Source: an optimization exercise on an open RTL-to-GDS flow (aim: small area, a short achievable clock period and few clock cycles). Production flows keep margins and buffers that such runs may drop.
In this exercise RTL edits were held to simulation tests only and were not proved equivalent to the original.
Power and IR drop assume default switching activity.

## Top
module Top(
    input                           sys_clk     ,
    input                           sys_rst_n   ,
    input                           trig        ,
    output  reg                     vld         ,
    input                   [9:0]   data_in     ,
    output  wire    signed  [12:0]  sin_out     ,
    output  wire    signed  [12:0]  cos_out
);
wire [7:0] r = data_in[7:0];
reg  [7:0] w;        
reg        sw;       
reg        s_neg;
reg        c_neg;
reg        busy;
always @(posedge sys_clk) begin
    w     <= r[7] ? (8'd0 - r) : r;
    sw    <= data_in[8] ^ data_in[7];
    s_neg <= data_in[9];
    c_neg <= data_in[9] ^ data_in[8];
end
always @(posedge sys_clk or negedge sys_rst_n) begin
    if (~sys_rst_n) begin
        busy <= 1'b0;
        vld  <= 1'b0;
    end
    else begin
        busy <= trig;
        vld  <= busy;
    end
end
wire [10:0] s_t;
wire [11:0] c_t;
sc_tab tab (.a(w), .s(s_t), .c(c_t));
wire        fix = sw && (w == 8'd108);
wire        w0  = (w == 8'd0);
wire [11:0] s_mag = sw ? c_t : {1'b0, s_t};
wire [11:0] c_mag = sw ? (fix ? 12'd1259 : {1'b0, s_t}) : c_t;
wire        s_n = s_neg & ~(w0 & ~sw);
wire        c_n = c_neg & ~(w0 & sw);
function [11:0] lowzero;
    input [11:0] m;
    reg   [11:0] n;
    reg          a01, a23, a45, a67, a89, p4, p8;
    begin
        n   = ~m;
        a01 = n[0] & n[1];
        a23 = n[2] & n[3];
        a45 = n[4] & n[5];
        a67 = n[6] & n[7];
        a89 = n[8] & n[9];
        p4  = a01 & a23;
        p8  = p4 & (a45 & a67);
        lowzero[0]  = 1'b1;
        lowzero[1]  = n[0];
        lowzero[2]  = a01;
        lowzero[3]  = a01 & n[2];
        lowzero[4]  = p4;
        lowzero[5]  = p4 & n[4];
        lowzero[6]  = p4 & a45;
        lowzero[7]  = p4 & (a45 & n[6]);
        lowzero[8]  = p8;
        lowzero[9]  = p8 & n[8];
        lowzero[10] = p8 & a89;
        lowzero[11] = p8 & (a89 & n[10]);
    end
endfunction
wire [11:0] s_z = lowzero(s_mag);
wire [11:0] c_z = lowzero(c_mag);
reg  [12:0] s_r, c_r;
always @(posedge sys_clk) begin
    s_r <= {s_n, s_mag ^ ({12{s_n}} & ~s_z)};
    c_r <= {c_n, c_mag ^ ({12{c_n}} & ~c_z)};
end
assign sin_out = s_r;
assign cos_out = c_r;
endmodule
==> flow/config.mk <==
export PLATFORM = sky130hd
export DESIGN_NAME = Top
export DESIGN_NICKNAME = Top
export VERILOG_FILES = /design/flow/design.v
export SDC_FILE = /design/flow/constraint.sdc
export NUM_CORES = 4
export LEC_CHECK = 0
export ABC_AREA = 1
export CAP_MARGIN = 20
export CORE_MARGIN = 2
export CORE_UTILIZATION = 40
export SLEW_MARGIN = 20
export SYNTH_MEMORY_MAX_BITS = 32768
==> flow/constraint.sdc <==
create_clock -name core_clock -period 10.0 [get_ports {sys_clk}]
set_input_delay 2.0000 -clock core_clock [delete_from_list [all_inputs] [get_ports {sys_clk}]]
set_output_delay 2.0000 -clock core_clock [all_outputs]
set_load 0.01 [all_outputs]
standard.sh (not shown) runs the stock make flow with config.mk's settings and CLKGATE_MAP_FILE= SYNTH_SCRIPT=/design/flow/synth_recipe.tcl, a recipe that flattens the netlist after the stock synthesis.
==> flow/flow/run.sh <==
#!/bin/bash
# The standard layout (standard.sh) with one added step and three settings:
#  - after the standard synthesis, the combinational logic between the standard
#    synthesis's flip-flops is mapped again by ABC for area (remap.script); the
#    flip-flops, their names and cell types are left as they are;
#  - synthesis maps no adder cells (ADDER_MAP_FILE empty);
#  - port buffers are buf_2 instead of the delay buffer buffer_ports picks;
#  - timing repair aims for SETUP_SLACK_MARGIN ns of setup slack.
# The clock period and constraints are the standard flow's. Each tool's output goes to a log here.
set -euo pipefail
W=$(pwd)
R=$W/orfs/results/$FLOW_PLATFORM/Top/base
P=$FLOW_HOME/platforms/$FLOW_PLATFORM
LIB=$P/lib/sky130_fd_sc_hd__tt_025C_1v80.lib
VARS=(ADDER_MAP_FILE= "BUFFER_PORTS_ARGS=-buffer_cell sky130_fd_sc_hd__buf_2" SETUP_SLACK_MARGIN=7.2)

bash standard.sh "${VARS[@]}" synth > synth.log 2>&1

cp "$R/1_2_yosys.v" "$W/standard_1_2_yosys.v"
python3 flow/split_lib.py "$LIB" "$P/config.mk" remap_comb.lib remap_seq.lib remap_dont_use.txt > split_lib.log 2>&1
cat > remap.ys <<EOT
read_liberty -lib remap_seq.lib
read_liberty -ignore_miss_func remap_comb.lib
read_verilog -defer $W/standard_1_2_yosys.v
hierarchy -top $FLOW_TOP
flatten
rename -hide w:*.*
opt_clean -purge
abc -liberty $LIB $(cat remap_dont_use.txt) -script $W/flow/remap.script
opt_clean -purge
hilomap -singleton -hicell sky130_fd_sc_hd__conb_1 HI -locell sky130_fd_sc_hd__conb_1 LO
splitnets
opt_clean -purge
insbuf -buf sky130_fd_sc_hd__buf_4 A X
stat -liberty $LIB
write_verilog -noattr -nohex -nodec $R/1_2_yosys.v
EOT
yosys -l remap.log -q remap.ys > /dev/null 2>&1
rm -f "$R/1_synth.odb" "$R/1_synth.sdc"

bash standard.sh "${VARS[@]}" finish > layout.log 2>&1
rm -f remap_comb.lib remap_seq.lib
==> flow/flow/remap.script <==
strash
dch
map -B 0.9
topo
stime -c
buffer -c
upsize -c -D 1800
dnsize -c -D 1800
Other scripts of this flow, unchanged in this note and not shown: flow/flow/split_lib.py
The first run completed with no timing, DRC or antenna violations.
Testbench counts at the start, summed over its fixed seeds: cycles 4,800.
Change:
--- a/flow/flow/run.sh
+++ b/flow/flow/run.sh
@@ -13,5 +13,5 @@
 P=$FLOW_HOME/platforms/$FLOW_PLATFORM
 LIB=$P/lib/sky130_fd_sc_hd__tt_025C_1v80.lib
-VARS=(ADDER_MAP_FILE= "BUFFER_PORTS_ARGS=-buffer_cell sky130_fd_sc_hd__buf_2" SETUP_SLACK_MARGIN=7.2)
+VARS=(ADDER_MAP_FILE= "BUFFER_PORTS_ARGS=-buffer_cell sky130_fd_sc_hd__buf_2" SETUP_SLACK_MARGIN=7.12)
 
 bash standard.sh "${VARS[@]}" synth > synth.log 2>&1
==> flow/flow/remap.script (replaced) <==
strash
dch
map -B 0.9
topo
stime -c
buffer -c
upsize -c -D 1500
dnsize -c -D 1500
The changed run passed the timing, design-rule and antenna checks.
Combinational power is lower by 12%.
Global-route usage is lower by 0.59 points.
Final cell count is lower by 3.4%.
Flip-flop and latch count is unchanged.
Synthesized area is higher by 3.5%.
Routed wire length is lower by 3.3%.
Design area is lower by 10%.
Total power is lower by 12%.
Via count is lower by 5.1%.
Clock power is lower by 31%.
Synthesized cell count does not change.

==> separate check: timing with driven ports <==
The results above use ideal ports. As a check the final layouts listed here were re-extracted and re-timed, cells and wires unchanged. Step 1 assumes that a clkbuf_16 drives the clock port and a buf_2 every other input. Step 2 times the ports against the registers' clock, not the clock port: input delays grow and output delays shrink by t, the midpoint of the rising clock arrivals with the driver on. a / b / c = ideal ports / drivers / drivers and shift; a / b = the first two.
| run | t (ns) | slack for setup (ns) | worst data-port slew with drivers (ns) |
|---|---|---|---|
| the first run | 0.315 | 7.218 / 7.188 / 7.051 | 0.03 |
| the second run | 0.325 | 7.210 / 7.179 / 7.093 | 0.03 |
After both steps setup and hold are still met in every run listed. The setup slack of the first run, which loses most, moves by -0.030 ns with the drivers and by -0.167 ns with both steps.
